Background: an optimization exercise with open tools, aiming at small area. Do not read the settings as production practice.
Function was checked by simulation only, so behaviour that the tests miss may differ from the original.

==> inputs of build 67 <==
// SA
module SA #(
    parameter PE_SIZE       = 8,
    parameter DATA_WIDTH    = 8,
    parameter PSUM_WIDTH    = 32
    )
    (
    input clk,
    input rst_n,
    input   [DATA_WIDTH*PE_SIZE-1:0]    ifmap_row_i,
    input   [DATA_WIDTH*PE_SIZE-1:0]    weight_col_i,
    input   [PSUM_WIDTH*PE_SIZE-1:0]    psum_row_i,
    input                               ifmap_preload_i,
    input   [PE_SIZE-1:0]               weight_en_col_i,
    input   [PE_SIZE-1:0]               psum_en_row_i,
    output  [DATA_WIDTH*PE_SIZE-1:0]    ifmap_row_o,
    output  [DATA_WIDTH*PE_SIZE-1:0]    weight_col_o,
    output  [PSUM_WIDTH*PE_SIZE-1:0]    psum_row_o,
    output  [PE_SIZE-1:0]               weight_en_col_o,
    output  [PE_SIZE-1:0]               psum_en_row_o
    );
    localparam N  = PE_SIZE;
    localparam DW = DATA_WIDTH;
    localparam HW = PSUM_WIDTH - 16;      
    localparam CW = $clog2(N);            
    wire preload_done_w;
    wire preload_ndone_w;     
    Counter #(
        .COUNT_NUM ( PE_SIZE-1 )
    ) u_Counter (
        .clk     ( clk              ),
        .rst_n   ( rst_n            ),
        .start_i ( ifmap_preload_i  ),
        .done_o  ( preload_done_w   ),
        .done_n_o( preload_ndone_w  )
    );
    reg preload_r;
    always @(posedge clk, negedge rst_n) begin
        if (!rst_n)
  ...
export LEC_CHECK = 0
export CAP_MARGIN = 20
export CORE_MARGIN = 2
export CORE_UTILIZATION = 55
export PLACE_DENSITY = 0.7
export SLEW_MARGIN = 20
export SYNTH_HIERARCHICAL = 1
create_clock -name core_clock -period 10.0 [get_ports {clk}]
standard.sh (not shown) runs the stock make flow with config.mk's settings and CLKGATE_MAP_FILE= SYNTH_SCRIPT=/design/flow/synth_recipe.tcl, a recipe that flattens the netlist after the stock synthesis.
==> flow/flow/run.sh <==
#!/bin/bash
# Own layout flow: the standard layout (standard.sh runs the ORFS flow,
# synthesis through finish, with its scripts unchanged) with two settings
# changed:
#  - the input and output ports are buffered with sky130_fd_sc_hd__buf_1
#    rather than the buffer cell buffer_ports picks by default (every port
#    still gets its own buffer);
#  - clock tree synthesis builds the tree from clkbuf_8 with clusters of up
#    to 14 sinks and no dummy loads.
# ORFS writes each step's full log under orfs/logs/; make's own output
# goes to standard_make.log in the work folder.
set -euo pipefail
cd "$(dirname "$0")/.."
export BUFFER_PORTS_ARGS="-buffer_cell sky130_fd_sc_hd__buf_1"
export CTS_ARGS="-sink_clustering_enable -repair_clock_nets -sink_clustering_size 14 -sink_clustering_max_diameter 60 -buf_list sky130_fd_sc_hd__clkbuf_8 -dont_use_dummy_load"
bash standard.sh finish > standard_make.log 2>&1
==> trial 16 (differences from build 67) <==
==> flow/run.sh (new file) <==
#!/bin/bash
# synth_recipe.tcl (not shown) runs the flow's synth.tcl, then flattens the netlist and writes it again
# the make line also repeats each setting of config.mk as NAME=value (left out here)
make -C /OpenROAD-flow-scripts/flow DESIGN_CONFIG=/design/flow/config.mk WORK_HOME=/design/flow/orfs CLKGATE_MAP_FILE= SYNTH_SCRIPT=/design/flow/synth_recipe.tcl finish
CTS_BUF_LIST = sky130_fd_sc_hd__clkbuf_8   (was unset)
removed: flow/flow/run.sh
removed: flow/standard.sh
==> build 29 (differences from build 67) <==
CORE_UTILIZATION = 70   (was 55)
PLACE_DENSITY = 0.8   (was 0.7)
==> trial 13 (differences from build 67) <==
--- a/flow/design.v
+++ b/flow/design.v
@@ -624,49 +624,47 @@
                     wire [KW:0]  c_n  = c_r + !sum_w[k][16];
                     assign lo_q[k]  = lo_r;
                     assign hi_q[k]  = hi_r;
                     assign cnt_q[k] = c_r;
                 end else begin : G_LAST
                     reg [15:0]   lo_r;
                     reg [HW-1:0] hi_r;
-                    reg [CW-1:0] c_r;
+                    wire [CW-1:0] c_in = G_STAGE[N-2].G_MID.c_n[CW-1:0];    
+                    wire [HW-1:0] hi_in;
+                    wire [HW:0]   hc;
+                    assign hc[0] = 1'b0;
+                    genvar b;
+                    for (b = 0; b < HW; b = b + 1) begin : G_HI
+                        if (b < CW) begin : G_F
+                            assign hi_in[b] = hi_q[N-2][b] ^ c_in[b] ^ hc[b];
+                            assign hc[b+1]  = (hi_q[N-2][b] & c_in[b]) | (hc[b] & (hi_q[N-2][b] ^ c_in[b]));
+                        end else begin : G_H
+                            assign hi_in[b] = hi_q[N-2][b] ^ hc[b];
+                            assign hc[b+1]  = hi_q[N-2][b] & hc[b];
+                        end
+                    end
                     always @(posedge clk, negedge rst_n) begin
                         if (!rst_n) begin
                             lo_r <= 16'hffff;
                             hi_r <= {HW{1'b0}};
-                            c_r  <= {CW{1'b0}};
                         end else begin
                             lo_r <= (G_STAGE[N-2].G_MID.lo_n & {16{pen_r[N-2]}}) | (lo_r & {16{pen_hold_r}});
-                            hi_r <= (hi_q[N-2] & {HW{pen_r[N-2]}}) | (hi_r & {HW{pen_hold_r}});
-                            c_r  <= (G_STAGE[N-2].G_MID.c_n[CW-1:0] & {CW{pen_r[N-2]}}) | (c_r & {CW{pen_hold_r}});
+                            hi_r <= (hi_in & {HW{pen_r[N-2]}}) | (hi_r & {HW{pen_hold_r}});
                         end
                     end
                     assign lo_q[k]  = lo_r;
                     assign hi_q[k]  = hi_r;
-                    assign cnt_q[k] = c_r;
-                    wire [HW-1:0] hi_c;
-                    wire [HW:0]   hc;
-                    assign hc[0] = 1'b0;
-                    genvar b;
-                    for (b = 0; b < HW; b = b + 1) begin : G_HI
-                        if (b < CW) begin : G_F
-                            assign hi_c[b]  = hi_r[b] ^ c_r[b] ^ hc[b];
-                            assign hc[b+1]  = (hi_r[b] & c_r[b]) | (hc[b] & (hi_r[b] ^ c_r[b]));
-                        end else begin : G_H
-                            assign hi_c[b]  = hi_r[b] ^ hc[b];
-                            assign hc[b+1]  = hi_r[b] & hc[b];
-                        end
-                    end
+                    assign cnt_q[k] = {CW{1'b0}};
                     wire [HW-1:0] ones;
                     assign ones[0] = 1'b1;
                     for (b = 1; b < HW; b = b + 1) begin : G_ONES
-                        assign ones[b] = &hi_c[b-1:0];
+                        assign ones[b] = &hi_r[b-1:0];
                     end
                     assign psum_row_o[PSUM_WIDTH*(N-j)-1 -: PSUM_WIDTH] =
-                        {hi_c ^ (ones & {HW{sum_w[k][16]}}), sum_w[k][15:0]};
+                        {hi_r ^ (ones & {HW{sum_w[k][16]}}), sum_w[k][15:0]};
                 end
             end
             assign ifmap_row_o[DW*(N-j)-1 -: DW] = ifmap_r[N-1] & {DW{ifmap_v_r[N-1]}};
             assign psum_en_row_o[N-1-j] = pen_r[N-1];
         end
         for (k = 0; k < N; k = k + 1) begin : G_COL
             reg  [N-1:0]  wen_r;
==> impl_metrics.ini <==
[grt]
globalRouteMet3Util_pct = 4.76
grt_max_degree = 170

[cells_and_area]
final_cells = 21900
diodes = 11
seq_share_pct = 37.1

[power]
p_per_area_nw_per_um2 = 400
switching_share_pct = 44.2
p_leak_nw = 81.0

[synth]
synth_compound_area_share_pct = 7.33

[sta]
setup_slack_ps = 1380

[status]
outcome = no timing/DRC/antenna violations

[die]
die_width_um = 573
# the run above: build 29

==> impl_metrics.ini <==
[power]
p_per_area_nw_per_um2 = 396
switching_share_pct = 44.0

[grt]
globalRouteMet3Util_pct = 3.11

[die]
die_width_um = 646

[status]
outcome = no timing/DRC/antenna violations

[cells_and_area]
diodes = 20
# the run above: build 67

==> impl_metrics.ini <==
[cells_and_area]
final_cells = 23900

[status]
outcome = no timing/DRC/antenna violations

[power]
switching_share_pct = 42.0
p_leak_nw = 88.7

[sta]
setup_slack_ps = 1050

[grt]
globalRouteMet3Util_pct = 3.27

[die]
die_width_um = 646

[synth]
synth_compound_area_share_pct = 7.33
# the run above: trial 16

==> impl_metrics.ini <==
[cells_and_area]
diodes = 21
final_cells = 23300

[grt]
globalRouteMet3Util_pct = 3.26

[power]
p_per_area_nw_per_um2 = 402

[die]
die_width_um = 644

[synth]
synth_compound_area_share_pct = 7.25

[sta]
setup_slack_ps = 98.7

[status]
outcome = no timing/DRC/antenna violations
# the run above: trial 13

re-timing with driven ports:
The results above use ideal ports. As a check the final layouts listed here were re-extracted and re-timed, cells and wires unchanged.
Step 1 (the two cells are an assumption about what drives the block):
set clk [get_ports {clk}]
set_driving_cell -lib_cell sky130_fd_sc_hd__clkbuf_16 $clk
set_driving_cell -lib_cell sky130_fd_sc_hd__buf_2 [delete_from_list [all_inputs] $clk]
Step 2 adds t to the input delays and takes it off the output delays; t is the mean of the earliest and latest rising clock arrival at the registers after step 1. Input paths then give back, and output paths get back, about the clock's delay inside the block.
a / b / c = no drivers / after step 1 / after step 2; a / b = the first two.
| run | t (ns) | slack for setup (ns) | worst hold slack (ns) | clock arrival spread, ns |
|---|---|---|---|---|
| build 67 | 1.235 | 1.442 / 1.329 / 1.582 | 0.205 / 0.205 / 0.205 | 0.163 / 0.162 |
| trial 16 | 1.341 | 1.052 / 0.945 / 1.223 | 0.295 / 0.295 / 0.295 | 0.103 / 0.103 |
| build 29 | 1.200 | 1.385 / 1.272 / 1.608 | 0.283 / 0.283 / 0.283 | 0.132 / 0.132 |
| trial 13 | 1.242 | 0.099 / 0.099 / 0.099 | 0.252 / 0.252 / 0.252 | 0.137 / 0.137 |
After both steps every run listed still meets setup and hold.
